What follows belongs to an exercise in optimizing a design on an open flow for small area, a short achievable clock period and few clock cycles; a production flow would make more cautious choices. Where RTL was checked, it was by simulation tests only, not by an equivalence proof against the original. Function not checked in runs 3 and 7: the RTL went through the layout flow alone. No activity file was given, so power comes from the tool's default toggle rates.

**flow/run.sh**
```bash
#!/bin/bash
# synth_recipe.tcl (not shown) runs the flow's synth.tcl, then flattens the netlist and writes it again
# the make line also repeats each setting of config.mk as NAME=value (left out here)
make -C /OpenROAD-flow-scripts/flow DESIGN_CONFIG=/design/flow/config.mk WORK_HOME=/design/flow/orfs CLKGATE_MAP_FILE= SYNTH_SCRIPT=/design/flow/synth_recipe.tcl finish
```
**flow/config.mk**
```make
export PLATFORM = sky130hd
export DESIGN_NAME = proc
export DESIGN_NICKNAME = proc
export VERILOG_FILES = /design/flow/design.v
export SDC_FILE = /design/flow/constraint.sdc
export NUM_CORES = 4
export LEC_CHECK = 0
export ABC_AREA = 1
export CAP_MARGIN = 20
export CORE_MARGIN = 2
export CORE_UTILIZATION = 40
export CTS_BUF_LIST = sky130_fd_sc_hd__clkbuf_16
export CTS_CLUSTER_DIAMETER = 100
export CTS_CLUSTER_SIZE = 20
export PLACE_DENSITY = 0.75
export SETUP_SLACK_MARGIN = 5.0
export SLEW_MARGIN = 20
```
**flow/constraint.sdc**
```tcl
create_clock -name core_clock -period 9.0 [get_ports {clk}]
set_input_delay 1.8000 -clock core_clock [delete_from_list [all_inputs] [get_ports {clk}]]
set_output_delay 1.8000 -clock core_clock [all_outputs]
set_load 0.01 [all_outputs]
```
**flow/design.v**
```verilog
module proc (
   imem_addr, dmem_addr, dmem_wdata, dmem_en, dmem_wr, halt,
   clk, rst, imem_rdata, dmem_rdata
   );
   input clk;
   input rst;
   output [15:0] imem_addr;
   input  [15:0] imem_rdata;
   output [15:0] dmem_addr;
   output [15:0] dmem_wdata;
   output        dmem_en;
   output        dmem_wr;
   input  [15:0] dmem_rdata;
   output        halt;
   function [16:0] pfx16;
      input [15:0] p, g;
      input        cin;
      reg   [15:0] gg, pp;
      integer      l, m, n;
      begin
         gg = g;
         pp = p;
         gg[0] = g[0] | (p[0] & cin);
         for (l = 1; l < 16; l = l * 2)
            for (m = 0; m < 16; m = m + 1)
               if (m & l) begin
                  n = (m & ~(2 * l - 1)) + l - 1;
                  gg[m] = gg[m] | (pp[m] & gg[n]);
                  pp[m] = pp[m] & pp[n];
               end
         pfx16 = {gg[15], p ^ {gg[14:0], cin}};
      end
   endfunction
   wire [15:0] ni  = imem_rdata;
   wire [4:0]  nop = ni[15:11];
   wire [2:0]  nrs = ni[10:8];
   wire [2:0]  nrt = ni[7:5];
   wire n_rfmt  = (nop[4:3] == 2'b11) & (nop[2:1] != 2'b00);    
   wire n_addi  = (nop == 5'b01000);
   wire n_subi  = (nop == 5'b01001);
   wire n_logi  = (nop[4:1] == 4'b0101);                       
   wire n_shi   = (nop[4:2] == 3'b101);                        
   wire n_st    = (nop == 5'b10000);
   wire n_ld    = (nop == 5'b10001);
   wire n_slbi  = (nop == 5'b10010);
   wire n_stu   = (nop == 5'b10011);
   wire n_btr   = (nop == 5'b11001);
   wire n_lbi   = (nop == 5'b11000);
   wire n_arith = (nop == 5'b11011);                           
   wire n_shr   = (nop == 5'b11010);                           
   wire n_cmp   = (nop[4:2] == 3'b111);                        
   wire n_br    = (nop[4:2] == 3'b011);
   wire n_j     = (nop[4:2] == 3'b001) & ~nop[0];              
   wire n_jr    = (nop[4:2] == 3'b001) &  nop[0];              
   wire n_link  = (nop[4:1] == 4'b0011);                       
   wire       n_we = n_addi | n_subi | n_logi | n_shi | n_ld | n_slbi | n_stu |
                     n_btr | n_lbi | n_arith | n_shr | n_cmp | n_link;
   wire [2:0] n_wa = n_link ? 3'd7 :
                     (n_lbi | n_slbi | n_stu) ? nrs :
                     (n_btr | n_arith | n_shr | n_cmp) ? ni[4:2] : nrt;
   reg  [15:0] r0, r1, r2, r3, r4, r5, r6, r7;
   reg  [15:0] an, bn;
   always @* begin
      case (nrs)
        3'd0: an = r0; 3'd1: an = r1; 3'd2: an = r2; 3'd3: an = r3;
        3'd4: an = r4; 3'd5: an = r5; 3'd6: an = r6; default: an = r7;
      endcase
      case (nrt)
        3'd0: bn = r0; 3'd1: bn = r1; 3'd2: bn = r2; 3'd3: bn = r3;
        3'd4: bn = r4; 3'd5: bn = r5; 3'd6: bn = r6; default: bn = r7;
      endcase
   end
   reg  [15:1] f;            
   reg  [7:0]  agl;          
   reg         x_inc, x_dec;     
   reg  [15:1] bt;           
   reg         nx_f, nx_bt, nx_agu;  
   reg  [15:0] a, b;         
   reg         we;
   reg  [2:0]  wa;
   reg         x_en, x_wr, x_halt;
   reg         x_sub, x_andn;
   reg  [1:0]  x_sht, x_cmpt;
   reg         s_agu, s_add, s_log, s_sh, s_btr, s_cmp, s_imm, s_slbi, s_ld, s_link;
   wire [15:8] agh   = x_inc ? a[15:8] + 8'd1 : x_dec ? a[15:8] - 8'd1 : a[15:8];
   wire [15:0] agu   = {agh, agl};
   assign dmem_addr  = agu;
   assign dmem_wdata = b;
   assign dmem_en    = x_en;
   assign dmem_wr    = x_wr;
   assign halt       = x_halt;
   wire [15:1] nxt   = ({15{nx_f}} & f) | ({15{nx_bt}} & bt) | ({15{nx_agu}} & agu[15:1]);
   assign imem_addr  = {nxt, 1'b0};
   wire [15:0] ax   = x_sub ? ~a : a;
   wire [16:0] sum  = pfx16(ax ^ b, ax & b, x_sub);
   wire        eq   = (a == b);
   wire        sle  = (a[15] & ~b[15]) | (~(a[15] ^ b[15]) & sum[16]);
   wire        cmpb = (x_cmpt == 2'd0) ? eq :
                      (x_cmpt == 2'd1) ? (sle & ~eq) :
                      (x_cmpt == 2'd2) ? sle : sum[16];
   wire [15:0] lres = x_andn ? (a & ~b) : (a ^ b);
   wire [3:0]  k    = b[3:0];
   wire [15:0] t1   = k[0] ? {a[14:0], a[15]}      : a;
   wire [15:0] t2   = k[1] ? {t1[13:0], t1[15:14]} : t1;
   wire [15:0] t3   = k[2] ? {t2[11:0], t2[15:12]} : t2;
   wire [15:0] rot  = k[3] ? {t3[7:0], t3[15:8]}   : t3;
   reg  [15:0] mask, btr;
   integer i;
   always @* begin
      for (i = 0; i < 16; i = i + 1) begin
         mask[i] = ~x_sht[0] | (x_sht[1] ? (i < k || k == 4'd0) : (i >= k));
         btr[i]  = a[15 - i];
      end
   end
   wire [15:0] shres = rot & mask;
   wire [15:0] wd = ({16{s_agu}}  & agu) |
                    ({16{s_add}}  & sum[15:0]) |
                    ({16{s_log}}  & lres) |
                    ({16{s_sh}}   & shres) |
                    ({16{s_btr}}  & btr) |
                    ({16{s_cmp}}  & {15'd0, cmpb}) |
                    ({16{s_imm}}  & {s_slbi ? a[7:0] : b[15:8], b[7:0]}) |
                    ({16{s_ld}}   & dmem_rdata) |
                    ({16{s_link}} & {f, 1'b0});
   always @(posedge clk) begin
      if (we) begin
         case (wa)
           3'd0: r0 <= wd; 3'd1: r1 <= wd; 3'd2: r2 <= wd; 3'd3: r3 <= wd;
           3'd4: r4 <= wd; 3'd5: r5 <= wd; 3'd6: r6 <= wd; default: r7 <= wd;
         endcase
      end
   end
   wire [15:0] n_s5 = {{11{ni[4]}}, ni[4:0]};
   wire [15:0] n_z5 = {11'd0, ni[4:0]};
   wire [15:0] n_s8 = {{8{ni[7]}}, ni[7:0]};
   wire [15:0] fa   = (we && wa == nrs) ? wd : an;
   wire [15:0] fb   = (we && wa == nrt) ? wd : bn;
   wire [7:0]  n_imm = n_jr ? ni[7:0] : {{3{ni[4]}}, ni[4:0]};
   wire [8:0]  n_agl = {1'b0, fa[7:0]} + {1'b0, n_imm};
   wire [15:1] n_off = n_j ? {{5{ni[10]}}, ni[10:1]} : {{8{ni[7]}}, ni[7:1]};
   wire [3:0]  n_cnt = n_shi ? ni[3:0] : fb[3:0];
   wire        n_rgt = n_shi ? nop[1] : ni[1];
   wire [3:0]  n_k   = n_rgt ? 4'd0 - n_cnt : n_cnt;
   wire        n_az  = ~|fa;
   wire        n_tk  = n_j | (n_br & ((nop[1:0] == 2'b00) ?  n_az :
                                      (nop[1:0] == 2'b01) ? ~n_az :
                                      (nop[1:0] == 2'b10) ?  fa[15] : ~fa[15]));
   always @(posedge clk) begin
      a <= fa;
      b <= n_subi           ? n_s5 :
           (n_shi | n_shr)  ? {12'd0, n_k} :
           n_logi           ? n_z5 :
           (n_lbi | n_slbi) ? n_s8 : fb;
      agl   <= n_agl[7:0];
      x_inc <= n_agl[8] & ~n_imm[7];
      x_dec <= ~n_agl[8] & n_imm[7];
      bt    <= nxt + n_off + 15'd1;
      f        <= rst ? 15'd0 : nxt + 15'd1;
      we     <= ~rst & n_we;
      wa     <= n_wa;
      nx_f   <= rst | ~(n_jr | n_tk);
      nx_bt  <= ~rst & n_tk;
      nx_agu <= ~rst & n_jr;
      x_en   <= ~rst & (n_st | n_ld | n_stu);
      x_wr   <= ~rst & (n_st | n_stu);
      x_halt <= ~rst & (nop == 5'b00000);
      x_sub  <= n_subi | (n_arith & (ni[1:0] == 2'b01)) | (n_cmp & (nop[1:0] == 2'b01 || nop[1:0] == 2'b10));
      x_andn <= n_rfmt ? ni[0] : nop[0];
      x_sht  <= n_rfmt ? ni[1:0] : nop[1:0];
      x_cmpt <= nop[1:0];
      s_agu  <= n_addi | n_stu;
      s_add  <= n_subi | (n_arith & ~ni[1]);
      s_log  <= n_logi | (n_arith & ni[1]);
      s_sh   <= n_shi | n_shr;
      s_btr  <= n_btr;
      s_cmp  <= n_cmp;
      s_imm  <= n_lbi | n_slbi;
      s_slbi <= n_slbi;
      s_ld   <= n_ld;
      s_link <= n_link;
   end
endmodule
```
==> flow_summary.ini, run 1 <==
[power_and_ir_drop]
power_per_cell_area_mw_per_mm2 = 183
seqPwrFrac_pct = 42.6
switching_share_pct = 37.9
internal-power_w = 0.00193
power_w = 0.00311
power_frac_comb_pct = 35.9
leakage_nw = 7.53
ir_worst_vdd_v = 0.000132
clkPwrFrac_pct = 21.5
p_switching_w = 0.00118

[clock_network]
cts_sinks = 225
cts_root_buf = clkbuf_16
cts_buffer_depth = 3
cts_made_buffers = 15
cts_tree = yes
clk_latency_ps = 510
clk_pin_slew_ps = 90
htree_levels = 1

[sta]
period_needed_ps = 4000
totalNegativeSetupSlack_ps = 0
clock.fmax_mhz = 250
finalHoldViolCount = 0
rsz0062_at_grt = yes
setup_viol = 0
maxSlewViolCount = 0
slew_headroom_pct = 33.2
finalCritPeriodShare_pct = 44.5
finClkSkew_ps = 32.2
worstMarginPinSlew_ps = 976

[worst_setup_path]
critPathKind = flip-flop to output port
rr_worst_depth = 23
end_kind = output port
rr_endpoint = x_inc$_DFF_P_
rr_startpoint = b[0]$_DFF_P_
cp-start-kind = flip-flop
critical_path_required_ps = 7200
worstPathArrival_ps = 2200
cp_max_fo = 5
r2r_slack_ps = 5120

[layout]
antenna_cells = 0
fillers = 3505
layout.area.seq_sq_mm = 0.00583
syn_to_final_growth_pct = 18.1
fin_util_pct = 47.9
drive_above_1_share_pct = 13.7
nNetsFinal = 2124
multi_input_area_sq_mm = 0.00776

[drt]
dr.pass1.iters = 9
ant_nets = 0
vias = 14300
routed_wl_mm = 55.3
drcViolationCount = 0
drt_iter0_drc = 1677
viasPerCell = 5.72
post_drt_wl_per_cell_microns = 22.2

[floorplan]
core_sq_mm = 0.0356
ios = 85
die_x_microns = 194
die_h_microns = 194
start_util_pct = 40.6
die_area_sq_mm = 0.0376
rows = 69

[synth]
syn_avg_cell_area_sq_um = 7.51
synth_cells = 1922
synth_edf_count = 128
synth_cell_types = 57
ys_seq_area_share_pct = 40.1
ys_warn_count = 1
synth-seq-cells = 225
async_flop_share_pct = 0
synthesis.area_sq_mm = 0.0144
ys.flop_type = edfxtp_1
syn_nets = 2022

[min_path]
hold_depth = 4
hold_start = r7[8]$_DFFE_PP_
hp-class = flip-flop to flip-flop
hold_end = a[8]$_DFF_P_

[grt]
gr-usage-all-layers_pct = 28.3
grt_pass1_vias = 13300
antenna_found_initial = 1
grt_max_degree = 43
grt-ovfl-total = 0
grt_pass1_wl_mm = 81.8

[place]
port_buffers = 83
finalWeightedCongestion = 1.03
dp_hpwl_mm = 40.7

[status]
status = complete, no violations

[job]
cap_violations = 0
[per-stage QoR]
| stage | setup WS (ps) | instance area, sq um | hold WS [ps] | instances |
|---|---|---|---|---|
| floorplan | 4990 | 14500 | 515 | 1922 |
| global placement | 3490 | 15600 | 637 | 2413 |
| detailed placement | 3340 | 15600 | 626 | 2413 |
| CTS | 4920 | 16500 | 647 | 2462 |
| global route | 4860 | 17000 | 721 | 2493 |
| finish | 5000 | 17000 | 682 | 2493 |
[placed cells by master, fill, tap and decap left out, types with 7 or more instances in the layout]
cell type / n
inv_4: 8
nand3_4: 8
a21oi_2: 14
nand3b_1: 11
nor2_1: 120
nand2_4: 10
o22ai_1: 45
xor2_1: 34
nor3_1: 12
buf_4: 65
nand3_2: 7
edfxtp_1: 128
nor2_4: 7
nand4_1: 18
nand3_1: 174
o211ai_1: 16
a211oi_1: 8
inv_2: 21
clkbuf_16: 15
a22o_1: 10
ha_1: 53
nand2_1: 430
a221oi_1: 9
inv_1: 247
dfxtp_4: 9
dlygate4sd2_1: 10
nor2_2: 11
clkdlybuf4s50_1: 56
dfxtp_1: 82
nand2_2: 36
o21ai_0: 106
a21oi_1: 109
o21ai_1: 10
[power by group through the flow]
stage	combinational (W)	sequential (W)	clock, W
4_1_cts	0.00105	0.00132	0.000678
3_5_place_dp	0.000990	0.00135	0
6_report	0.00112	0.00133	0.000669
3_3_place_gp	0.000973	0.00135	0
2_1_floorplan	0.000660	0.00129	0
5_1_grt	0.00122	0.00133	0.000711
[area by class of cell]
class	count	area share [%]
flip-flops and latches	225	34.2
well taps	461	3.39
repair buffers	152	7.92
inverters	277	6.43
multi-input cells	1353	45.5
clock buffers	15	2.20
clock inverters	10	0.323
[Yosys cell counts (7+ instances only)]
| cell type | count | share of area, % |
|---|---|---|
| a22o_1 | 10 | 0.61 |
| nor2_2 | 8 | 0.35 |
| xor2_1 | 35 | 2.1 |
| o21a_1 | 7 | 0.36 |
| a21oi_1 | 121 | 4.2 |
| o211ai_1 | 16 | 0.83 |
| inv_2 | 13 | 0.34 |
| dfxtp_1 | 97 | 13 |
| edfxtp_1 | 128 | 27 |
| nand2_2 | 17 | 0.74 |
| buf_4 | 10 | 0.52 |
| a221oi_1 | 11 | 0.67 |
| nor2_1 | 129 | 3.4 |
| nor4_1 | 8 | 0.35 |
| clkbuf_1 | 21 | 0.55 |
| nand3_1 | 185 | 6.4 |
| o22ai_1 | 45 | 2.0 |
| ha_1 | 60 | 5.2 |
| inv_1 | 261 | 6.8 |
| a211oi_1 | 8 | 0.42 |
| buf_2 | 29 | 1.0 |
| nand3b_1 | 11 | 0.57 |
| nor3_1 | 15 | 0.52 |
| nand2_1 | 458 | 12 |
| nand4_1 | 18 | 0.78 |
| o221ai_1 | 8 | 0.49 |
| o21ai_0 | 115 | 4.0 |
[worst max-delay path by stage]
stage,cells after the start,slack [ps],from,end
final,11,5000,a[8]$_DFF_P_,imem_addr[10]
after CTS,18,4920,imem_rdata[7],b[1]$_DFF_P_
after detailed placement,22,3340,imem_rdata[8],x_inc$_DFF_P_
after global routing,12,4860,a[8]$_DFF_P_,imem_addr[14]
after floorplan,19,4990,imem_rdata[8],x_dec$_DFF_P_
after global placement,20,3490,imem_rdata[10],x_inc$_DFF_P_
[logic make-up after synthesis]
kind of cell / share of synthesized area [%]
AND/OR/NAND/NOR: 26.0
AO/OA/AOI/OAI: 15.7
flip-flops: 40.1
buffers and inverters: 9.80
other: 0.0260
adder cells (fa/ha/maj): 6.04
XOR/XNOR: 2.37
[worst max-delay path: stages (launching register included)]
cell      delay [ps]
dfxtp_4          390
buf_6            130
ha_4             150
nand2_2           60
o21ai_2           70
xor2_2           160
buf_4            160
nand2_2           60
inv_2             30
a221oi_2         220
inv_1            120
buf_2            160
[repair_timing]
| action | in CTS | in global routing |
|---|---|---|
| setup endpoints to repair | 60 | 33 |
| hold buffers | 0 | 0 |
| resized for setup | 156 | 104 |
| setup buffers | 24 | 31 |
| pin swaps | 7 | 42 |
[flip-flops by register name, summed over array words and instances (netlist names), 16 cells and up]
name / count
a: 16
b: 16
r0: 16
r1: 16
r2: 16
r3: 16
r4: 16
r5: 16
r6: 16
r7: 16
[routing by layer]
layer	vias to the layer above	wire, microns	global-route usage [%]
li1	6690	-	-
met1	6661	22100	36.5
met2	741	26000	47.0
met3	161	4650	4.17
met4	2	2500	12.7
met5	-	11	0
Testbench counts, summed over its fixed seeds: cycles 87,473.
==> run 2, diff against run 1 <==
--- a/flow/config.mk
+++ b/flow/config.mk
@@ -12,6 +12,5 @@
 export CTS_BUF_LIST = sky130_fd_sc_hd__clkbuf_16
 export CTS_CLUSTER_DIAMETER = 100
 export CTS_CLUSTER_SIZE = 20
-export PLACE_DENSITY = 0.75
 export SETUP_SLACK_MARGIN = 5.0
 export SLEW_MARGIN = 20
==> run 2 against run 1 <==
  * First-iteration DRC count down 13%
  * Combinational power about the same
  * Synthesized cell count did not move
  * Routed wire length up 0.18%
  * Register-to-register slack got worse by 20 ps
  * Sequential share of layout area rose by 0.20 points
  * Fmax grew 0.92%
  * Cell count fell by 0.36%
  * Die area stayed put
  * Design area shrank 0.48%
  * Flip-flop and latch count is the same
  * Critical endpoint is now imem_addr[3]
  * Largest cell class unchanged
  * Highest routed layer is now met4
==> flow_summary.ini, run 2 <==
[clock_network]
htree_levels = 1
clk_pin_slew_ps = 100
cts_buffer_depth = 3
cts_made_buffers = 15
cts_tree = yes
clk_latency_ps = 520
cts_sinks = 225
cts_root_buf = clkbuf_16

[grt]
grt_pass1_vias = 13100
antenna_found_initial = 0
grt_max_degree = 43
grt_pass1_wl_mm = 81.9
gr-usage-all-layers_pct = 28.4
grt-ovfl-total = 0

[drt]
drcViolationCount = 0
drt_iter0_drc = 1451
post_drt_wl_per_cell_microns = 22.3
dr.pass1.iters = 8
routed_wl_mm = 55.4
vias = 14000
ant_nets = 0
viasPerCell = 5.64

[floorplan]
core_sq_mm = 0.0356
die_x_microns = 194
die_area_sq_mm = 0.0376
die_h_microns = 194
ios = 85
start_util_pct = 40.6
rows = 69

[worst_setup_path]
critPathKind = flip-flop to output port
worstPathArrival_ps = 2170
critPathBufInv = 2
slowest_stage = clkdlybuf4s50_1
cp-start-kind = flip-flop
cp_top_family = buffers and inverters
critical_path.cell_chain = inv_1 > o211ai_4 > clkdlybuf4s50_1
critical_path_required_ps = 7200
end_kind = output port
cp_max_fo = 12
cp_slowest_stage_delay_ps = 600

[layout]
nNetsFinal = 2114
drive_above_1_share_pct = 13.0
layout_common_cells = nand2_1 (432), inv_1 (249), nand3_1 (175), edfxtp_1 (128), nor2_1 (121)
layout.area.seq_sq_mm = 0.00583
fillers = 3577
final_area_sq_mm = 0.0170
multi_input_area_sq_mm = 0.00772
antenna_cells = 0
fin_util_pct = 47.7
syn_to_final_growth_pct = 17.5
final_common_cell = nand2_1

[place]
dp_hpwl_mm = 41.0
place_ws_ps = 3380
finalWeightedCongestion = 0.989
port_buffers = 83
place_area_sq_mm = 0.0156

[sta]
setup_viol = 0
maxSlewViolCount = 0
period_needed_ps = 3970
totalNegativeSetupSlack_ps = 0
rsz0062_at_grt = yes
finClkSkew_ps = 36.8
finalCritPeriodShare_pct = 44.1
finalHoldViolCount = 0
whs_ps = 629
slew_headroom_pct = 33.8
worst_slack_ps = 5030
worstMarginPinSlew_ps = 968
clock.fmax_mhz = 252

[synth]
synth-seq-cells = 225
yosys.area.top_type = edfxtp_1
async_flop_share_pct = 0
ys_warn_count = 1
syn_nets = 2022
yosysMostFrequentCell = nand2_1
synth_cells = 1922
ys_seq_area_share_pct = 40.1
synth.top_cell.area_share_pct = 26.6
syn_avg_cell_area_sq_um = 7.51
synthTopCellsByArea = edfxtp_1 (27%), dfxtp_1 (13%), nand2_1 (12%)
synth_cell_types = 57
synthesis.area_sq_mm = 0.0144
synth_edf_count = 128
ys.flop_type = edfxtp_1
yosys-top-cells-count = nand2_1 (458), inv_1 (261), nand3_1 (185)

[power_and_ir_drop]
power_per_cell_area_mw_per_mm2 = 184
leakage_nw = 7.50
ir_worst_vdd_v = 0.000194

[status]
status = complete, no violations

[min_path]
hp-class = flip-flop to flip-flop

[job]
cap_violations = 0
-- run 2: cell counts after synthesis --
No cell type changed its count.
-- run 2: area by class of cell --
cell class                 count  share of cell area, %
multi-input combinational   1353                   45.6
sequential                   225                   34.4
timing repair buffer         142                   7.64
inverter                     277                   6.47
tap                          461                   3.40
clock buffer                  15                   2.21
clock inverter                11                  0.317
-- run 2: layer usage --
| layer | share of wire, % | vias to the layer above | GRT usage (%) |
|---|---|---|---|
| met5 | 0 | - | 0 |
| met4 | 3.7 | 0 | 9.23 |
| met3 | 6.8 | 131 | 2.99 |
| met2 | 47 | 633 | 48.3 |
| met1 | 42 | 6592 | 37.9 |
| li1 | - | 6653 | - |
-- run 2: per-stage QoR --
| step | power (W) | instances |
|---|---|---|
| after floorplan | 0.00195 | 1922 |
| after global placement | 0.00233 | 2415 |
| after detailed placement | 0.00234 | 2415 |
| after CTS | 0.00305 | 2461 |
| after global routing | 0.00327 | 2484 |
| final | 0.00311 | 2484 |
-- run 2: power breakdown --
group	switching (W)	leakage, nW	internal [W]
combinational	0.000703	5.27	0.000410
clock	0.000367	0.235	0.000309
sequential	0.000116	1.99	0.00121
total	0.00119	7.50	0.00193
-- run 2: final timing paths --
kind | startpoint | to | slack (ps) | cells after the start
max | nx_f$_DFF_P_ | imem_addr[3] | 5030 | 3
min | r7[13]$_DFFE_PP_ | a[13]$_DFF_P_ | 630 | 2
max reg2reg | b[0]$_DFF_P_ | nx_f$_DFF_P_ | 5100 | 23
min reg2reg | r7[13]$_DFFE_PP_ | a[13]$_DFF_P_ | 630 | 2
-- run 2: logic make-up after synthesis --
kind of cell               count (synthesis)  share of synthesized area [%]
and+or+nand+nor                          866                           26.0
buffers and inverters                    344                           9.80
AOI/OAI and AO/OA                        381                           15.7
DFF                                      225                           40.1
xor gates and xnor gates                  39                           2.37
other                                      1                         0.0260
adders and majority gates                 66                           6.04
-- run 2: repair_timing --
item | CTS | global route
cloned | 0 | 1
pin swaps | 9 | 34
buffers inserted | 20 | 22
gates resized for setup | 148 | 96
endpoints found under the setup margin | 48 | 34
hold buffers | 0 | 0
-- run 2: worst reg2reg max path, cell delays in order, from the launching register on --
cell and delay (ps):
dfxtp_4 360, buf_12 150, inv_8 70, nand2_2 70, o21a_1 140, fa_2 370, nand2_2 80, nand2_2 90
and2_4 160, fa_2 510, a22o_1 250, nor4_2 300, nand2_2 130, nand2_2 80, nand2_2 80, buf_4 170
nor2_1 90, nand2_1 70, nor2_2 130, nand3_2 140, a21oi_2 150, nand2_1 90, nand3_1 80, nand2_1 50
==> run 3, diff against run 2 <==
--- a/flow/design.v
+++ b/flow/design.v
@@ -92,13 +92,14 @@
    wire [15:1] nxt   = ({15{nx_f}} & f) | ({15{nx_bt}} & bt) | ({15{nx_agu}} & agu[15:1]);
    assign imem_addr  = {nxt, 1'b0};
    wire [15:0] ax   = x_sub ? ~a : a;
-   wire [16:0] sum  = pfx16(ax ^ b, ax & b, x_sub);
+   wire [15:0] p    = ax ^ b;
+   wire [16:0] sum  = pfx16(p, ax & b, x_sub);
    wire        eq   = (a == b);
    wire        sle  = (a[15] & ~b[15]) | (~(a[15] ^ b[15]) & sum[16]);
    wire        cmpb = (x_cmpt == 2'd0) ? eq :
                       (x_cmpt == 2'd1) ? (sle & ~eq) :
                       (x_cmpt == 2'd2) ? sle : sum[16];
-   wire [15:0] lres = x_andn ? (a & ~b) : (a ^ b);
+   wire [15:0] lres = p & (a | {16{~x_andn}});     
    wire [3:0]  k    = b[3:0];
    wire [15:0] t1   = k[0] ? {a[14:0], a[15]}      : a;
    wire [15:0] t2   = k[1] ? {t1[13:0], t1[15:14]} : t1;
==> run 3 against run 2 <==
  * Core utilization rose by 1.8 points
  * Critical path depth rose by 14
  * Critical endpoint is now agl[7]$_DFF_P_
  * Power fell by 0.33%
  * Register-to-register slack improved by 70 ps
  * Fmax fell by 0.35%
  * Global-route usage rose by 1.0 points
  * Via count rose by 0.91%
  * Die area fell by 1.7%
  * Clock skew fell by 1.5 ps
  * Non-clock buffer count rose by 43
  * Synthesized cell count fell by 1.2%
==> flow_summary.ini, run 3 <==
[grt]
gr-usage-all-layers_pct = 29.4
grt-ovfl-total = 0
grtUsageMet2_pct = 50.5
use_met1_pct = 37.5
grt_use_met3_pct = 3.89
grt.busiest_layer = met2
antenna_found_initial = 0
grt_max_degree = 29
grt_pass1_wl_mm = 81.1
grt_pass1_vias = 13100

[drt]
post_drt_wl_per_cell_microns = 22.3
ant_nets = 0
dr.pass1.iters = 6
routed_wl_mm = 55.5
viasPerCell = 5.67
drt_iter0_drc = 1382
vias = 14100
drcViolationCount = 0

[power_and_ir_drop]
internal-power_w = 0.00193
p_switching_w = 0.00117
ir_worst_vdd_v = 0.000143
seqPwrFrac_pct = 42.6
switching_share_pct = 37.8
clkPwrFrac_pct = 21.4
leakage_nw = 7.57
power_frac_comb_pct = 35.9
power_per_cell_area_mw_per_mm2 = 181

[worst_setup_path]
critPathKind = input pin to flip-flop
end_kind = flip-flop
critical_path_required_ps = 9380
rr_endpoint = x_inc$_DFF_P_
rr_worst_depth = 27
r2r_slack_ps = 5170
setup.worst_path.end = agl[7]$_DFF_P_
cp-start-kind = input pin
worstSetupStartpoint = dmem_rdata[2]
worstPathArrival_ps = 4360
cp_max_fo = 4
rr_startpoint = x_sub$_DFF_P_

[layout]
antenna_cells = 0
final_common_cell = nand2_1
syn_to_final_growth_pct = 21.2
nNetsFinal = 2119
fillers = 3436
layout_common_cells = nand2_1 (457), inv_1 (215), nand3_1 (181), nor2_1 (132), edfxtp_1 (128)
drive_above_1_share_pct = 16.0

[sta]
setup_viol = 0
finClkSkew_ps = 35.3
worst_slack_ps = 5020
worstMarginPinSlew_ps = 846
rsz0062_at_grt = yes
clock.fmax_mhz = 251
period_needed_ps = 3980
slew_headroom_pct = 43.0
totalNegativeSetupSlack_ps = 0
finalCritPeriodShare_pct = 44.2
maxSlewViolCount = 0
finalHoldViolCount = 0

[floorplan]
start_util_pct = 40.8
die_x_microns = 192
ios = 85
die_area_sq_mm = 0.0370
rows = 68
core_sq_mm = 0.0347
die_h_microns = 192

[synth]
async_flop_share_pct = 0
yosys-top-cells-count = nand2_1 (483), inv_1 (228), nand3_1 (195)
syn_nets = 1985
ys.flop_type = edfxtp_1
synth_edf_count = 128
syn_avg_cell_area_sq_um = 7.46
synthesis.area_sq_mm = 0.0142
synth-seq-cells = 225
synth_cell_types = 58
yosysMostFrequentCell = nand2_1
ys_warn_count = 1
synth.top_cell.area_share_pct = 27.1
ys_seq_area_share_pct = 40.8
yosys.area.top_type = edfxtp_1
synthTopCellsByArea = edfxtp_1 (27%), dfxtp_1 (14%), nand2_1 (13%)
synth_cells = 1899

[clock_network]
htree_levels = 1
cts_buffer_depth = 3
cts_root_buf = clkbuf_16
cts_made_buffers = 15
clk_pin_slew_ps = 80
cts_tree = yes
clk_latency_ps = 510
cts_sinks = 225
cts.hold.buffers_added = 0

[place]
port_buffers = 83
dp_hpwl_mm = 40.2
finalWeightedCongestion = 0.954
place_ws_ps = 3310

[min_path]
hold_start = r7[13]$_DFFE_PP_
hp-class = flip-flop to flip-flop

[job]
cap_violations = 0

[status]
status = complete, no violations
[run 3: worst min-delay path by stage]
stage | to | slack, ps | depth (start not counted)
after floorplan | a[15]$_DFF_P_ | 540 | 2
after global placement | a[4]$_DFF_P_ | 640 | 4
after detailed placement | a[4]$_DFF_P_ | 630 | 4
after CTS | a[4]$_DFF_P_ | 670 | 4
after global routing | f[14]$_SDFF_PP0_ | 730 | 4
final | a[13]$_DFF_P_ | 690 | 4
[run 3: cell families (layout without fill, tap and decap cells)]
family,Yosys count,after routing,share of synthesized area [%]
simple gates,896,896,26.8
compound gates,356,356,15.1
buf+inv,325,466,9.54
flops,225,225,40.8
fa+ha+maj,52,52,4.91
xor+xnor,44,44,2.72
other cells,1,1,0.0265
[run 3: final cells by class]
class | instances | area, sq um | area share, %
multi-input combinational | 1349 | 7660 | 44.6
sequential | 225 | 5830 | 33.9
timing repair buffer | 185 | 1650 | 9.63
inverter | 255 | 1020 | 5.97
tap | 455 | 569 | 3.32
clock buffer | 15 | 375 | 2.19
clock inverter | 9 | 48.8 | 0.284
timing repair inverter | 2 | 10.0 | 0.0583
[run 3: power groups by stage]
stage / clock network, W / logic, W / registers, W
after CTS: 0.000680 / 0.00103 / 0.00132
after floorplan: 0 / 0.000648 / 0.00129
after detailed placement: 0 / 0.000966 / 0.00135
after global routing: 0.000717 / 0.00122 / 0.00133
final: 0.000665 / 0.00112 / 0.00132
after global placement: 0 / 0.000955 / 0.00135
[run 3: metal layers]
layer / part of all wire, % / up-vias
met5: 0 / -
met4: 4.2 / 0
met3: 7.6 / 127
met2: 48 / 639
met1: 40 / 6712
li1: - / 6659
[run 3: metrics by stage]
stage	total power, W	instance area [sq um]	hold WS, ps	cells	utilization [%]
after floorplan	0.00194	14300	544	1899	-
after global placement	0.00230	15400	635	2382	44.3
after detailed placement	0.00231	15400	631	2382	44.3
after CTS	0.00303	16400	671	2439	47.3
after global routing	0.00326	17200	728	2495	49.5
final	0.00310	17200	685	2495	49.5
[run 3: what timing repair did]
item,CTS,global route
endpoints found under the setup margin,66,48
pin swaps,22,54
endpoints found under the hold margin,0,0
resized for setup,144,129
setup buffers,31,56
cloned,2,0
[run 3: critical path, stage by stage]
cell,delay (ps)
clkdlybuf4s50_1,430
nand2_1,100
nand4_1,130
a311oi_2,380
nand3_1,140
nand2_2,100
inv_2,50
ha_4,230
a21oi_1,140
nand2_1,90
a21oi_2,130
inv_1,70
a21oi_2,170
nor2_1,60
o21ai_1,120
nand2_1,70
xor2_1,140
==> run 4, diff against run 3 <==
--- a/flow/design.v
+++ b/flow/design.v
@@ -94,7 +94,7 @@
    wire [15:0] ax   = x_sub ? ~a : a;
    wire [15:0] p    = ax ^ b;
    wire [16:0] sum  = pfx16(p, ax & b, x_sub);
-   wire        eq   = (a == b);
+   wire        eq   = x_sub ? &p : ~|p;           
    wire        sle  = (a[15] & ~b[15]) | (~(a[15] ^ b[15]) & sum[16]);
    wire        cmpb = (x_cmpt == 2'd0) ? eq :
                       (x_cmpt == 2'd1) ? (sle & ~eq) :
==> run 4 against run 3 <==
  * Clock power increased by 13%
  * Worst setup slack improved by 46 ps
  * Flip-flop and latch count unchanged
  * Cell count decreased by 3.3%
  * Clock-buffer cell count increased by 1
  * Register-to-register slack got worse by 50 ps
  * Worst hold slack got worse by 80 ps
  * Via count decreased by 2.2%
  * Synthesized area decreased by 0.34%
  * Core utilization decreased by 0.72 points
  * Power increased by 2.7%
==> flow_summary.ini, run 4 <==
[status]
status = complete, no violations

[floorplan]
die_area_sq_mm = 0.0368
ios = 85
rows = 68
start_util_pct = 40.8
die_h_microns = 192
core_sq_mm = 0.0346
die_x_microns = 192

[drt]
ant_nets = 0
dr.pass1.iters = 6
vias = 13800
post_drt_wl_per_cell_microns = 22.7
drt_iter0_drc = 1477
viasPerCell = 5.73
routed_wl_mm = 54.7
drcViolationCount = 0

[clock_network]
cts_root_buf = clkbuf_16
cts_tree = yes
cts_buffer_depth = 3
cts_made_buffers = 16
htree_levels = 1
cts_sinks = 225
clk_pin_slew_ps = 90
clk_latency_ps = 540

[sta]
setup_viol = 0
rsz0062_at_grt = yes
finalHoldViolCount = 0
period_needed_ps = 3930
clock.fmax_mhz = 254
maxSlewViolCount = 0
worstMarginPinSlew_ps = 1170
finClkSkew_ps = 58.4
whs_ps = 605
finalCritPeriodShare_pct = 43.7
slew_headroom_pct = 21.7
worst_slack_ps = 5070
totalNegativeSetupSlack_ps = 0

[grt]
grt_use_met3_pct = 3.67
grt_max_degree = 30
grt.busiest_layer = met2
grtUsageMet2_pct = 47.9
grt_pass1_wl_mm = 80.2
use_met1_pct = 38.0
antenna_found_initial = 1
grt_pass1_vias = 13000
grt-ovfl-total = 0
gr-usage-all-layers_pct = 29.1

[min_path]
hold_depth = 2
hp-class = flip-flop to flip-flop

[layout]
nNetsFinal = 2033
fin_cells = 2412
layout.area.seq_sq_mm = 0.00583
fillers = 3424
final_area_sq_mm = 0.0169
final_common_cell = nand2_1
antenna_cells = 0
layout_common_cells = nand2_1 (422), inv_1 (210), nand3_1 (172), edfxtp_1 (128), nor2_1 (123)
multi_input_area_sq_mm = 0.00757
syn_to_final_growth_pct = 19.5
drive_above_1_share_pct = 14.4

[worst_setup_path]
slowest_stage = clkdlybuf4s50_1
critical_path_required_ps = 7200
worst_path_most_repeated_cell = nor2_2
critPathKind = flip-flop to output port
rr_worst_depth = 30
cp-start-kind = flip-flop
critical_path.cell_chain = nand3_1 > nor2_2 > nor2_2 > xor2_2 > buf_4 > clkdlybuf4s50_1
worstPathArrival_ps = 2130
cp_slowest_stage_delay_ps = 520
end_kind = output port
cp_max_fo = 5

[power_and_ir_drop]
leakage_nw = 7.29
power_per_cell_area_mw_per_mm2 = 189
ir_worst_vdd_v = 0.000191

[synth]
synthesis.area_sq_mm = 0.0141
yosys.area.top_type = edfxtp_1
async_flop_share_pct = 0
synth.top_cell.area_share_pct = 27.2
synth-seq-cells = 225
synth_cells = 1847
ys.flop_type = edfxtp_1
ys_seq_area_share_pct = 41.0
yosys-top-cells-count = nand2_1 (445), inv_1 (214), nand3_1 (184)
syn_avg_cell_area_sq_um = 7.65
ys_warn_count = 1
synth_edf_count = 128
yosysMostFrequentCell = nand2_1
synthTopCellsByArea = edfxtp_1 (27%), dfxtp_1 (14%), nand2_1 (12%)
syn_nets = 1933
synth_cell_types = 59

[place]
place_inst = 2327
place_ws_ps = 3460
place_area_sq_mm = 0.0153
finalWeightedCongestion = 0.963
dp_hpwl_mm = 40.2
port_buffers = 83

[job]
cap_violations = 0
run 4: changes by cell type in the layout (fill, tap and decap cells not counted), sizes merged, moves of 6 or more:
cell and delta:
nor2 -6, a22o +7, inv -22, buf -31
a21oi +14, nand2 -38
run 4: area by class of cell:
class                           count  share of cell area, %
Multi-Input combinational cell   1313                   44.9
Sequential cell                   225                   34.5
Timing Repair Buffer              158                   8.64
Inverter                          233                   5.56
Tap cell                          455                   3.37
Clock buffer                       16                   2.37
Clock inverter                     12                  0.652
run 4: worst max-delay path, delay by kind of cell (launching register included):
family / cells / cell delay (ps)
XOR/XNOR: 1 / 200
buffers and inverters: 2 / 670
flip-flops: 1 / 410
AND/OR/NAND/NOR: 3 / 350
run 4: metrics by stage:
stage	total power, W	utilization [%]
6_report	0.00319	48.7
5_1_grt	0.00334	48.7
4_1_cts	0.00311	47.0
3_3_place_gp	0.00231	44.2
3_5_place_dp	0.00232	44.2
2_1_floorplan	0.00194	-
run 4: worst paths after layout:
kind              slack, ps              from            end
setup / recovery       5070      a[8]$_DFF_P_  dmem_addr[11]
setup reg to reg       5120      b[0]$_DFF_P_  x_inc$_DFF_P_
hold / removal          610  r7[12]$_DFFE_PP_  a[12]$_DFF_P_
hold reg to reg         610  r7[12]$_DFFE_PP_  a[12]$_DFF_P_
run 4: per-layer routing:
layer  wire length, microns  part of all wire (%)
met4                   3100                   5.7
met3                   3960                   7.2
met1                  22200                    41
met5                      0                     0
met2                  25400                    46
run 4: repair_timing:
item | in CTS | in global routing
gates resized for setup | 136 | 115
gates cloned | 0 | 2
hold buffers | 0 | 0
buffers inserted | 22 | 33
endpoints found under the setup margin | 60 | 29
pin swaps | 18 | 46
run 4: logic make-up (layout without fill, tap and decap cells):
family          after synthesis  count (layout)  share of synthesized area [%]
simple gates                845             845                           26.1
flops                       225             225                           41.0
xor+xnor                     42              42                           2.60
buf+inv                     309             419                           9.29
fa+ha+maj                    52              52                           4.92
compound gates              373             373                           16.1
other cells                   1               1                         0.0265
run 4: power by group:
part           total (W)  internal, W  switching (W)
sequential       0.00132      0.00121       0.000112
combinational    0.00112     0.000414       0.000705
clock           0.000751     0.000363       0.000387
Testbench counts of run 4, summed over its fixed seeds: cycles 87,473.
==> run 5, diff against run 4 <==
--- a/flow/config.mk
+++ b/flow/config.mk
@@ -10,7 +10,7 @@
 export CORE_MARGIN = 2
 export CORE_UTILIZATION = 40
 export CTS_BUF_LIST = sky130_fd_sc_hd__clkbuf_16
-export CTS_CLUSTER_DIAMETER = 100
-export CTS_CLUSTER_SIZE = 20
+export CTS_CLUSTER_DIAMETER = 80
+export CTS_CLUSTER_SIZE = 16
 export SETUP_SLACK_MARGIN = 5.0
 export SLEW_MARGIN = 20
==> run 5 against run 4 <==
  * Critical endpoint is now b[5]$_DFF_P_
  * Clock power rose by 4.5%
  * Fmax fell by 2.0%
  * Largest power group unchanged
  * Worst setup slack got worse by 79 ps
==> flow_summary.ini, run 5 <==
[floorplan]
die_area_sq_mm = 0.0368
ios = 85
start_util_pct = 40.8
core_sq_mm = 0.0346
die_x_microns = 192
die_h_microns = 192
rows = 68

[drt]
post_drt_wl_per_cell_microns = 22.7
drcViolationCount = 0
ant_nets = 0
viasPerCell = 5.71
dr.pass1.iters = 6
routed_wl_mm = 55.0
drt_iter0_drc = 1304
vias = 13800

[clock_network]
htree_levels = 1
cts_buffer_depth = 3
cts_made_buffers = 19
cts_sinks = 225
clk_pin_slew_ps = 70
clk_latency_ps = 530
cts_root_buf = clkbuf_16
cts_tree = yes
cts.hold.buffers_added = 0

[layout]
drive_above_1_share_pct = 14.5
nNetsFinal = 2041
fin_cells = 2421
syn_to_final_growth_pct = 19.9
fillers = 3421
layout_common_cells = nand2_1 (423), inv_1 (211), nand3_1 (172), edfxtp_1 (128), nor2_1 (123)
final_common_cell = nand2_1
antenna_cells = 0

[min_path]
hold_end = a[8]$_DFF_P_
hold_depth = 2
hold_start = r7[8]$_DFFE_PP_
hp-class = flip-flop to flip-flop

[worst_setup_path]
cp_slowest_stage_delay_ps = 640
end_kind = flip-flop
critPathBufInv = 4
cp_top_family = buffers and inverters
slowest_stage = clkdlybuf4s50_1
cp-start-kind = input pin
rr_worst_depth = 25
critical_path_required_ps = 9360
rr_endpoint = nx_f$_DFF_P_
cp_max_fo = 13
rr_startpoint = b[0]$_DFF_P_
worstPathArrival_ps = 4370
critical_path.cell_chain = clkdlybuf4s50_1 > ha_1 > inv_1 > nor2_1 > inv_1 > nand2_1 > clkinvlp_4 > o21ai_0 > o21ai_0
r2r_slack_ps = 5090
critPathKind = input pin to flip-flop

[place]
port_buffers = 83
place_inst = 2327
place_ws_ps = 3460
dp_hpwl_mm = 40.2
finalWeightedCongestion = 0.963

[synth]
synthTopCellsByArea = edfxtp_1 (27%), dfxtp_1 (14%), nand2_1 (12%)
ys.flop_type = edfxtp_1
synth.top_cell.area_share_pct = 27.2
syn_avg_cell_area_sq_um = 7.65
synth-seq-cells = 225
async_flop_share_pct = 0
synthesis.area_sq_mm = 0.0141
yosys.area.top_type = edfxtp_1
synth_edf_count = 128
synth_cell_types = 59
yosysMostFrequentCell = nand2_1
synth_cells = 1847
syn_nets = 1933
ys_seq_area_share_pct = 41.0
ys_warn_count = 1
yosys-top-cells-count = nand2_1 (445), inv_1 (214), nand3_1 (184)

[sta]
maxSlewViolCount = 0
slew_headroom_pct = 19.1
rsz0062_at_grt = yes
finClkSkew_ps = 47.2
setup_viol = 0
clock.fmax_mhz = 249
period_needed_ps = 4010
finalCritPeriodShare_pct = 44.6
worstMarginPinSlew_ps = 1210
finalHoldViolCount = 0
totalNegativeSetupSlack_ps = 0
worst_slack_ps = 4990

[grt]
grt_pass1_wl_mm = 80.3
grt-ovfl-total = 0
gr-usage-all-layers_pct = 29.2
grt_pass1_vias = 13100
grt_max_degree = 30
antenna_found_initial = 1

[power_and_ir_drop]
leakage_nw = 7.37
ir_worst_vdd_v = 0.000188
power_per_cell_area_mw_per_mm2 = 190

[status]
status = complete, no violations

[job]
cap_violations = 0
-- run 5: cell counts after synthesis --
Identical to the previous run, type by type.
-- run 5: layer usage --
metal	GRT usage, %	part of all wire, %	vias up
met2	48.3	47	676
met5	0	0	-
met1	38.2	40	6512
met4	13.1	5.2	0
met3	3.62	7.7	142
li1	-	-	6487
-- run 5: stage by stage --
stage / power [W] / hold WS, ps / cell area, sq um / utilization, %
final: 0.00322 / 625 / 16900 / 48.9
after global routing: 0.00338 / 649 / 16900 / 48.9
after CTS: 0.00315 / 615 / 16300 / 47.2
after detailed placement: 0.00232 / 561 / 15300 / 44.2
after global placement: 0.00231 / 561 / 15300 / 44.2
after floorplan: 0.00194 / 510 / 14200 / -
-- run 5: layout make-up --
cell class                      instances  area, sq um  share of cell area (%)
Multi-Input combinational cell       1313         7550                    44.6
Sequential cell                       225         5830                    34.4
Timing Repair Buffer                  162         1480                    8.73
Inverter                              233          952                    5.62
Tap cell                              455          569                    3.36
Clock buffer                           19          475                    2.81
Clock inverter                         13         77.6                   0.458
Timing Repair inverter                  1         5.00                  0.0295
-- run 5: cell families after synthesis --
logic type	after synthesis	synth area share (%)
and+or+nand+nor	845	26.1
xor gates and xnor gates	42	2.60
other	1	0.0265
buffers and inverters	309	9.29
DFF	225	41.0
AOI/OAI and AO/OA	373	16.1
adders and majority gates	52	4.92
-- run 5: worst register-to-register path: stages, from the launching register on --
cell	delay, ps
dfxtp_4	360
buf_12	150
inv_12	70
nand2_2	80
o21a_1	180
fa_2	400
nand3_2	100
nand3_4	100
nand2_2	100
nand2_4	70
fa_2	360
or2_2	310
nand3_2	70
nand3_2	90
nor3_4	280
nand2_4	80
nand2_1	70
nand2_2	60
nor2_2	120
nand3_2	80
nor2_2	130
nand2_2	110
a21oi_2	140
nand2_1	80
nand3_1	80
nand2_1	50
-- run 5: worst max-delay path by stage --
stage | from | to | slack (ps) | depth (start not counted)
after global routing | b[0]$_DFF_P_ | nx_f$_DFF_P_ | 4910 | 25
after floorplan | imem_rdata[8] | x_inc$_DFF_P_ | 4910 | 22
after CTS | b[0]$_DFF_P_ | nx_f$_DFF_P_ | 4940 | 25
after detailed placement | imem_rdata[10] | agl[7]$_DFF_P_ | 3460 | 20
final | imem_rdata[12] | b[5]$_DFF_P_ | 4990 | 9
after global placement | imem_rdata[10] | agl[7]$_DFF_P_ | 3490 | 20
-- run 5: repair_timing --
action / CTS / global route
gates resized for setup: 136 / 107
gates cloned: 0 / 3
buffers inserted: 25 / 34
pin swaps: 16 / 45
endpoints found under the setup margin: 60 / 30
-- run 5: power by group --
| group | leakage [nW] | switching, W | total, W | internal, W |
|---|---|---|---|---|
| sequential | 2.00 | 0.000111 | 0.00132 | 0.00121 |
| clock | 0.301 | 0.000395 | 0.000785 | 0.000390 |
| combinational | 5.07 | 0.000706 | 0.00112 | 0.000412 |
==> run 6, diff against run 5 <==
--- a/flow/config.mk
+++ b/flow/config.mk
@@ -8,9 +8,9 @@
 export ABC_AREA = 1
 export CAP_MARGIN = 20
 export CORE_MARGIN = 2
-export CORE_UTILIZATION = 40
+export CORE_UTILIZATION = 45
 export CTS_BUF_LIST = sky130_fd_sc_hd__clkbuf_16
-export CTS_CLUSTER_DIAMETER = 80
-export CTS_CLUSTER_SIZE = 16
+export CTS_CLUSTER_DIAMETER = 120
+export CTS_CLUSTER_SIZE = 25
 export SETUP_SLACK_MARGIN = 5.0
 export SLEW_MARGIN = 20
==> run 6 against run 5 <==
  * Still clean
  * Flip-flop and latch count is the same
  * Non-clock buffer count down 5
  * Routed wire length shrank 1.8%
  * Sequential power is essentially flat
  * Register-to-register slack worse by 50 ps
  * Fmax increased by 0.62%
  * First-iteration DRC count is 29% higher
  * Cell count down 3.3%
  * Clock skew fell by 21 ps
  * Via count increased by 0.64%
  * Largest power group unchanged
==> flow_summary.ini, run 6 <==
[sta]
clock.fmax_mhz = 251
whs_ps = 589
maxSlewViolCount = 0
rsz0062_at_grt = yes
period_needed_ps = 3990
setup_viol = 0
slew_headroom_pct = 40.9
worstMarginPinSlew_ps = 885
finalCritPeriodShare_pct = 44.3
finClkSkew_ps = 25.8
finalHoldViolCount = 0
totalNegativeSetupSlack_ps = 0

[synth]
ys_warn_count = 1
synth_edf_count = 128
syn_avg_cell_area_sq_um = 7.65
synth-seq-cells = 225
synth_cells = 1847
synth_cell_types = 59
yosys-top-cells-count = nand2_1 (445), inv_1 (214), nand3_1 (184)
ys.flop_type = edfxtp_1
syn_nets = 1933
yosysMostFrequentCell = nand2_1
ys_seq_area_share_pct = 41.0
yosys.area.top_type = edfxtp_1
async_flop_share_pct = 0
synthesis.area_sq_mm = 0.0141
synthTopCellsByArea = edfxtp_1 (27%), dfxtp_1 (14%), nand2_1 (12%)
synth.top_cell.area_share_pct = 27.2

[layout]
syn_to_final_growth_pct = 17.7
antenna_cells = 0
drive_above_1_share_pct = 14.3
layout_common_cells = nand2_1 (419), inv_1 (206), nand3_1 (173), edfxtp_1 (128), nor2_1 (120)
final_common_cell = nand2_1
nNetsFinal = 2028

[floorplan]
die_x_microns = 181
core_sq_mm = 0.0307
ios = 85
rows = 64
die_h_microns = 181
die_area_sq_mm = 0.0328
start_util_pct = 45.9

[power_and_ir_drop]
leakage_nw = 7.19
ir_worst_vdd_v = 0.000104
power_per_cell_area_mw_per_mm2 = 181

[clock_network]
htree_levels = 1
cts_made_buffers = 12
cts_root_buf = clkbuf_16
clk_pin_slew_ps = 110
cts_tree = yes
clk_latency_ps = 500
cts_sinks = 225
cts.hold.buffers_added = 0
cts_buffer_depth = 3

[drt]
post_drt_wl_per_cell_microns = 23.1
vias = 13900
routed_wl_mm = 54.0
viasPerCell = 5.94
dr.pass1.iters = 7
drcViolationCount = 0
drt_iter0_drc = 1685
ant_nets = 0

[place]
dp_hpwl_mm = 39.5
port_buffers = 83
finalWeightedCongestion = 0.957

[worst_setup_path]
worstPathArrival_ps = 4390
r2r_slack_ps = 5040
rr_startpoint = x_sub$_DFF_P_
cp_max_fo = 16
slowest_stage = fa_2
cp-start-kind = input pin
rr_endpoint = nx_f$_DFF_P_
cp_slowest_stage_delay_ps = 370
setup.worst_path.end = x_inc$_DFF_P_
worstSetupStartpoint = imem_rdata[10]
critPathKind = input pin to flip-flop
critical_path.cell_chain = buf_12 > inv_4 > nand2_4 > inv_6 > nand2_1 > o21ai_1 > a21oi_1 > o2111ai_1 > o211ai_1 > nand2_2 > ha_4 > fa_2 > nand3_2 > nand2_2 > a21oi_2 > nor2_1 > nor2_1 > o21ai_1 > a21o_1 > nand2_1 > inv_1
critical_path_required_ps = 9400
end_kind = flip-flop
rr_worst_depth = 23

[grt]
grt_pass1_wl_mm = 81.0
grt-ovfl-total = 0
antenna_found_initial = 1
gr-usage-all-layers_pct = 32.4
grt_max_degree = 30
grt_pass1_vias = 12900

[status]
status = complete, no violations

[min_path]
hold_depth = 2
hold_start = r7[12]$_DFFE_PP_
hp-class = flip-flop to flip-flop

[job]
cap_violations = 0
[run 6: changes by cell type in the layout (fill, tap and decap cells not counted), sizes merged]
| cell | change |
|---|---|
| clkdlybuf4s50 | -3 |
| bufinv | -1 |
| clkinv | -1 |
| dlygate4sd2 | +2 |
| clkinvlp | -3 |
| buf | -3 |
| clkbuf | -9 |
| inv | -3 |
| clkdlybuf4s15 | +1 |
[run 6: how the worst min path moves through the flow]
stage,endpoint,slack (ps)
2_1_floorplan,a[12]$_DFF_P_,510
3_3_place_gp,a[12]$_DFF_P_,570
3_5_place_dp,a[12]$_DFF_P_,570
4_1_cts,a[12]$_DFF_P_,590
5_1_grt,a[12]$_DFF_P_,610
6_report,a[12]$_DFF_P_,590
[run 6: timing repair]
item,in CTS,in global routing
endpoints found under the hold margin,0,0
buffers inserted,38,21
pin swaps,18,36
setup endpoints to repair,72,24
gates cloned,1,0
gates resized for setup,163,101
[run 6: per-layer routing]
layer,share of wire (%),wire length [microns],vias up,GRT usage (%)
li1,-,-,6464,-
met1,45,24300,6625,48.7
met2,44,23800,725,49.8
met3,8.3,4490,92,2.78
met4,2.6,1420,0,8.55
met5,0,0,-,0
[run 6: critical path, delay by kind of cell]
| family | cells | cell delay [ps] |
|---|---|---|
| fa+ha+maj | 2 | 550 |
| buf+inv | 4 | 350 |
| simple gates | 8 | 720 |
| compound gates | 7 | 950 |
[run 6: cell families after synthesis]
kind of cell,share of synthesized area (%)
and+or+nand+nor,26.1
DFF,41.0
xor gates and xnor gates,2.60
other,0.0265
AOI/OAI and AO/OA,16.1
buffers and inverters,9.29
adders and majority gates,4.92
[run 6: metrics by stage]
step	setup WS, ps	total power, W	util [%]	cells	instance area (sq um)
floorplan	4910	0.00194	-	1847	14200
global placement	3340	0.00230	49.4	2264	15200
detailed placement	3240	0.00231	49.4	2264	15200
CTS	4950	0.00295	52.7	2321	16200
global route	4840	0.00317	54.1	2342	16600
finish	5010	0.00301	54.1	2342	16600
[run 6: layout make-up]
cell class	instances	area, sq um
multi-input combinational	1313	7620
timing repair buffer	157	1410
clock inverter	6	35.0
sequential	225	5830
inverter	233	937
fill	3013	14100
clock buffer	12	300
tap	396	495
[run 6: power breakdown]
group	leakage (nW)	total (W)	internal (W)	switching, W
sequential	1.99	0.00132	0.00121	0.000115
combinational	5.01	0.00110	0.000404	0.000700
clock	0.181	0.000585	0.000248	0.000337
==> run 7, diff against run 6 <==
--- a/flow/design.v
+++ b/flow/design.v
@@ -94,7 +94,7 @@
    wire [15:0] ax   = x_sub ? ~a : a;
    wire [15:0] p    = ax ^ b;
    wire [16:0] sum  = pfx16(p, ax & b, x_sub);
-   wire        eq   = x_sub ? &p : ~|p;           
+   wire        eq   = (a == b);
    wire        sle  = (a[15] & ~b[15]) | (~(a[15] ^ b[15]) & sum[16]);
    wire        cmpb = (x_cmpt == 2'd0) ? eq :
                       (x_cmpt == 2'd1) ? (sle & ~eq) :
--- a/flow/config.mk
+++ b/flow/config.mk
@@ -8,7 +8,7 @@
 export ABC_AREA = 1
 export CAP_MARGIN = 20
 export CORE_MARGIN = 2
-export CORE_UTILIZATION = 45
+export CORE_UTILIZATION = 40
 export CTS_BUF_LIST = sky130_fd_sc_hd__clkbuf_16
 export CTS_CLUSTER_DIAMETER = 120
 export CTS_CLUSTER_SIZE = 25
==> run 7 against run 6 <==
  * Still clean
  * Flip-flop and latch count unchanged
  * Core utilization down 5.2 points
  * Worst setup slack worse by 66 ps
  * Synthesized cell count up 2.8%
  * Design area up 2.0%
  * Non-clock buffer count up 15
  * Via count up 0.27%
  * Clock power down 1%
  * Fmax down 1.6%
==> flow_summary.ini, run 7 <==
[status]
status = complete, no violations

[floorplan]
ios = 85
start_util_pct = 40.8
rows = 68
die_h_microns = 192
die_x_microns = 192
die_area_sq_mm = 0.0370
core_sq_mm = 0.0347

[power_and_ir_drop]
seqPwrFrac_pct = 43.9
internal-power_w = 0.00186
leakage_nw = 7.47
power_frac_comb_pct = 36.8
power_w = 0.00301
clkPwrFrac_pct = 19.2
ir_worst_vdd_v = 0.000180
switching_share_pct = 38.0
power_per_cell_area_mw_per_mm2 = 178
p_switching_w = 0.00114

[layout]
nNetsFinal = 2103
fillers = 3441
final_common_cell = nand2_1
drive_above_1_share_pct = 14.7
fin_cells = 2476
syn_to_final_growth_pct = 19.6
antenna_cells = 0
layout_common_cells = nand2_1 (458), inv_1 (218), nand3_1 (179), nor2_1 (133), edfxtp_1 (128)
final_area_sq_mm = 0.0170

[drt]
routed_wl_mm = 55.1
drcViolationCount = 0
ant_nets = 0
dr.pass1.iters = 7
drt_iter0_drc = 1307
post_drt_wl_per_cell_microns = 22.2
viasPerCell = 5.63
vias = 13900

[place]
dp_hpwl_mm = 40.2
place_inst = 2382
port_buffers = 83
place_area_sq_mm = 0.0154
finalWeightedCongestion = 0.954

[sta]
clock.fmax_mhz = 247
rsz0062_at_grt = yes
maxSlewViolCount = 0
worstMarginPinSlew_ps = 847
period_needed_ps = 4050
slew_headroom_pct = 43.5
finalHoldViolCount = 0
finalCritPeriodShare_pct = 45.0
setup_viol = 0
totalNegativeSetupSlack_ps = 0
finClkSkew_ps = 46.0

[synth]
yosysMostFrequentCell = nand2_1
synth.top_cell.area_share_pct = 27.1
syn_avg_cell_area_sq_um = 7.46
yosys-top-cells-count = nand2_1 (483), inv_1 (228), nand3_1 (195)
synth_compound_area_share_pct = 15.1
yosys.area.top_type = edfxtp_1
async_flop_share_pct = 0
synth_fa_ha_area_share_pct = 4.91
synth_top_family_by_area = simple AND/OR/NAND/NOR gates
ys_seq_area_share_pct = 40.8
synthTopCellsByArea = edfxtp_1 (27%), dfxtp_1 (14%), nand2_1 (13%)
synth_edf_count = 128
ys_warn_count = 1
synthesis.area_sq_mm = 0.0142
synth-seq-cells = 225
synth_simple_gate_area_share_pct = 26.8
synth_cells = 1899
syn_nets = 1985
ys.flop_type = edfxtp_1
synth_cell_types = 58
muxShareOfSynthArea_pct = 0
synth_xor_xnor_area_share_pct = 2.72

[grt]
grt_max_degree = 29
grt-ovfl-total = 0
grt_pass1_vias = 13000
antenna_found_initial = 0
gr-usage-all-layers_pct = 29.2
grt_pass1_wl_mm = 80.6

[clock_network]
clk_pin_slew_ps = 100
cts.hold.buffers_added = 0
cts_root_buf = clkbuf_16
cts_made_buffers = 12
cts_tree = yes
htree_levels = 1
cts_buffer_depth = 3
clk_latency_ps = 510
cts_sinks = 225

[worst_setup_path]
critical_path_required_ps = 9370
cp-start-kind = input pin
worstPathArrival_ps = 4420
critPathKind = input pin to flip-flop
cp_max_fo = 4
end_kind = flip-flop

[job]
cap_violations = 0

[min_path]
hp-class = flip-flop to flip-flop
==> run 7: cell types whose count changed after synthesis, moves of 7 or more <==
cell,previous run,this run
a21oi_1,110,96
nor2_1,132,140
nand3_1,184,195
nand2_1,445,483
clkbuf_1,27,20
inv_1,214,228
a22o_1,13,6
==> run 7: repair_timing <==
action	4_1_cts	5_1_grt
pin swaps	21	39
setup buffers	31	42
endpoints found under the setup margin	66	45
gates cloned	2	1
resized for setup	144	109
==> run 7: routing by layer <==
metal  vias to the layer above  global-route usage, %  share of wire [%]
met5                         -                      0                  0
met4                         0                   10.5                4.2
met3                       128                   3.75                7.4
met2                       648                   50.6                 48
met1                      6544                   37.2                 40
li1                       6624                      -                  -
==> run 7: per-stage QoR <==
step	hold slack (ps)	utilization, %	worst slack, ps
finish	679	48.8	4950
CTS	686	47.1	4920
global placement	635	44.3	3390
floorplan	544	-	4810
global route	714	48.8	4800
detailed placement	631	44.3	3310
==> run 7: worst paths after layout <==
check,to,from,slack (ps),cells past startpoint
worst min-delay path,f[14]$_SDFF_PP0_,bt[14]$_DFF_P_,680,4
worst max-delay path,agl[7]$_DFF_P_,dmem_rdata[2],4950,17
worst min register to register,f[14]$_SDFF_PP0_,bt[14]$_DFF_P_,680,4
worst max register to register,agl[7]$_DFF_P_,x_sub$_DFF_P_,5010,21
==> run 7: cell families (layout without fill, tap and decap cells) <==
kind of cell | count (synthesis) | after routing
adder cells (fa/ha/maj) | 52 | 52
XOR/XNOR | 44 | 44
flip-flops | 225 | 225
buffers and inverters | 325 | 447
AND/OR/NAND/NOR | 896 | 896
AO/OA/AOI/OAI | 356 | 356
other | 1 | 1
==> run 7: area by class of cell <==
class	count	area [sq um]	share of cell area, %
well taps	455	569	3.36
flip-flops and latches	225	5830	34.4
inverters	255	1020	6.05
clock buffers	12	300	1.77
multi-input cells	1349	7610	44.9
clock inverters	6	35.0	0.207
repair inverters	2	10.0	0.0590
repair buffers	172	1570	9.26
==> run 7: power groups by stage <==
stage,logic (W),registers [W],clock network [W]
after floorplan,0.000648,0.00129,0
after global placement,0.000955,0.00135,0
after detailed placement,0.000966,0.00135,0
after CTS,0.00103,0.00132,0.000595
after global routing,0.00121,0.00133,0.000624
final,0.00111,0.00132,0.000579
==> run 7: critical path: stages <==
cell,delay [ps]
clkdlybuf4s50_1,440
nand2_1,100
nand4_1,140
a311oi_2,340
nand3_1,110
nand2_1,100
inv_1,80
ha_4,240
a21oi_1,170
nand2_1,100
a21oi_1,140
inv_1,60
a21oi_2,150
nor2_1,50
o21ai_0,160
nand2_1,80
xor2_1,140
==> run 8, diff against run 7 <==
--- a/flow/design.v
+++ b/flow/design.v
@@ -94,7 +94,7 @@
    wire [15:0] ax   = x_sub ? ~a : a;
    wire [15:0] p    = ax ^ b;
    wire [16:0] sum  = pfx16(p, ax & b, x_sub);
-   wire        eq   = (a == b);
+   wire        eq   = x_sub ? &p : ~|p;           
    wire        sle  = (a[15] & ~b[15]) | (~(a[15] ^ b[15]) & sum[16]);
    wire        cmpb = (x_cmpt == 2'd0) ? eq :
                       (x_cmpt == 2'd1) ? (sle & ~eq) :
--- a/flow/config.mk
+++ b/flow/config.mk
@@ -12,5 +12,6 @@
 export CTS_BUF_LIST = sky130_fd_sc_hd__clkbuf_16
 export CTS_CLUSTER_DIAMETER = 120
 export CTS_CLUSTER_SIZE = 25
+export MAX_ROUTING_LAYER = met4
 export SETUP_SLACK_MARGIN = 5.0
 export SLEW_MARGIN = 20
==> run 8 against run 7 <==
  * Still clean
  * Design area down 2.6%
  * Sequential power hardly changed
  * Worst setup slack better by 58 ps
  * Non-clock buffer count shrank 19
  * Clock-buffer cell count rose by 1
  * Flip-flop and latch count stayed put
  * Cell count down 3.1%
  * First-iteration DRC count grew 0.84%
  * Worst hold slack lost 82 ps
  * Core utilization shrank 1.1 points
==> flow_summary.ini, run 8 <==
[status]
status = complete, no violations

[synth]
syn_nets = 1933
synthesis.area_sq_mm = 0.0141
async_flop_share_pct = 0
ys_warn_count = 1
yosysMostFrequentCell = nand2_1
syn_avg_cell_area_sq_um = 7.65
ys.flop_type = edfxtp_1
synth-seq-cells = 225
synth_cells = 1847
yosys.area.top_type = edfxtp_1
yosys-top-cells-count = nand2_1 (445), inv_1 (214), nand3_1 (184)
synth_cell_types = 59
ys_seq_area_share_pct = 41.0
synth.top_cell.area_share_pct = 27.2
synth_edf_count = 128
synthTopCellsByArea = edfxtp_1 (27%), dfxtp_1 (14%), nand2_1 (12%)

[layout]
layout_common_cells = nand2_1 (426), inv_1 (205), nand3_1 (175), edfxtp_1 (128), nor2_1 (125)
nNetsFinal = 2025
antenna_cells = 0
final_common_cell = nand2_1
layout.area.seq_sq_mm = 0.00583
drive_above_1_share_pct = 13.7
multi_input_area_sq_mm = 0.00747
syn_to_final_growth_pct = 16.9
fillers = 3497

[grt]
antenna_found_initial = 0
grt_pass1_vias = 12700
grt_max_degree = 30
grt_pass1_wl_mm = 79.1
gr-usage-all-layers_pct = 29.6
grt-ovfl-total = 0

[worst_setup_path]
rr_startpoint = b[0]$_DFF_P_
setup.worst_path.end = x_inc$_DFF_P_
critical_path.cell_chain = buf_8 > inv_4 > nand3_4 > o21ai_1 > a21oi_1 > o2111ai_2 > o211ai_1 > nand2_2 > ha_4 > fa_2 > nand3_2 > nand2_2 > a21oi_2 > nor2_1 > nor2_1 > o21ai_1 > a21o_1 > nand2_1 > inv_1
rr_endpoint = agl[7]$_DFF_P_
rr_worst_depth = 22
r2r_slack_ps = 5110
slowest_stage = fa_2
end_kind = flip-flop
worstSetupStartpoint = imem_rdata[10]
worstPathArrival_ps = 4390
cp_max_fo = 16
critPathKind = input pin to flip-flop
cp-start-kind = input pin
cp_slowest_stage_delay_ps = 370
critical_path_required_ps = 9400

[power_and_ir_drop]
power_per_cell_area_mw_per_mm2 = 183
leakage_nw = 7.16
ir_worst_vdd_v = 0.000191
power_w = 0.00303

[floorplan]
start_util_pct = 40.8
core_sq_mm = 0.0346
die_area_sq_mm = 0.0368
ios = 85
die_x_microns = 192
die_h_microns = 192
rows = 68

[drt]
dr.pass1.iters = 6
post_drt_wl_per_cell_microns = 22.6
routed_wl_mm = 54.3
viasPerCell = 5.72
drt_iter0_drc = 1318
ant_nets = 0
drcViolationCount = 0
vias = 13700

[sta]
setup_viol = 0
period_needed_ps = 4000
slew_headroom_pct = 39.8
clock.fmax_mhz = 250
worstMarginPinSlew_ps = 902
finalCritPeriodShare_pct = 44.4
finalHoldViolCount = 0
totalNegativeSetupSlack_ps = 0
rsz0062_at_grt = yes
maxSlewViolCount = 0
finClkSkew_ps = 38.0

[clock_network]
cts.hold.buffers_added = 0
cts_sinks = 225
cts_made_buffers = 13
cts_root_buf = clkbuf_16
htree_levels = 1
cts_tree = yes
clk_pin_slew_ps = 110
clk_latency_ps = 510
cts_buffer_depth = 3

[place]
finalWeightedCongestion = 0.977
port_buffers = 83
dp_hpwl_mm = 40.6

[min_path]
hp-class = flip-flop to flip-flop

[job]
cap_violations = 0
-- run 8: routing by layer --
metal | up-vias | part of all wire, % | wire length (microns) | track usage, %
met5 | - | 0 | 0 | -
met4 | 0 | 4.7 | 2580 | 12.7
li1 | 6451 | - | - | -
met3 | 120 | 6.9 | 3730 | 2.92
met2 | 605 | 47 | 25700 | 47.7
met1 | 6540 | 41 | 22300 | 38.0
-- run 8: cell type report --
cell class / instances / area share (%)
Inverter: 233 / 5.61
Tap cell: 455 / 3.45
Multi-Input combinational cell: 1313 / 45.2
Timing Repair Buffer: 153 / 8.13
Sequential cell: 225 / 35.3
Clock inverter: 8 / 0.333
Clock buffer: 13 / 1.97
-- run 8: cells by family after synthesis --
family	count (synthesis)	share of synthesized area [%]
buf+inv	309	9.29
flops	225	41.0
compound gates	373	16.1
other cells	1	0.0265
simple gates	845	26.1
xor+xnor	42	2.60
fa+ha+maj	52	4.92
-- run 8: worst min path at each step --
stage / startpoint / end / slack, ps / cells past startpoint
finish: r7[8]$_DFFE_PP_ / a[8]$_DFF_P_ / 600 / 2
global route: r7[12]$_DFFE_PP_ / a[12]$_DFF_P_ / 650 / 2
CTS: r7[8]$_DFFE_PP_ / a[8]$_DFF_P_ / 590 / 2
detailed placement: r7[8]$_DFFE_PP_ / a[8]$_DFF_P_ / 550 / 2
global placement: r7[8]$_DFFE_PP_ / a[8]$_DFF_P_ / 550 / 2
floorplan: r7[12]$_DFFE_PP_ / a[12]$_DFF_P_ / 510 / 2
-- run 8: stage by stage --
step	cell area [sq um]	setup slack, ps	hold slack (ps)	std cells	util (%)
2_1_floorplan	14200	4910	510	1847	-
3_3_place_gp	15300	3500	548	2324	44.1
3_5_place_dp	15300	3490	546	2324	44.1
4_1_cts	16100	4940	588	2365	46.4
5_1_grt	16500	4810	650	2400	47.7
6_report	16500	5010	597	2400	47.7
-- run 8: critical path: cells and delay by family --
kind            cells  cell delay (ps)
compound gates      7             1010
simple gates        7              740
fa+ha+maj           2              550
buf+inv             3              270
-- run 8: power by group --
group | total (W) | internal (W) | switching, W | leakage, nW
registers | 0.00132 | 0.00121 | 0.000112 | 1.99
logic | 0.00108 | 0.000394 | 0.000682 | 4.96
clock network | 0.000631 | 0.000275 | 0.000356 | 0.205
-- run 8: timing repair --
action                                  4_1_cts  5_1_grt
setup buffers                                20       33
endpoints found under the setup margin       59       27
pin swaps                                    14       36
gates resized for setup                     147       82
gates cloned                                  0        2
Testbench counts of run 8, summed over its fixed seeds: cycles 87,473.

Check on run 8: ideal ports give 5.005 ns setup slack; a clkbuf_16 on the clock port and buf_2 on the inputs give 4.999 ns; moving port delays by the midpoint clock arrival (0.540 ns) as well gives 4.459 ns.
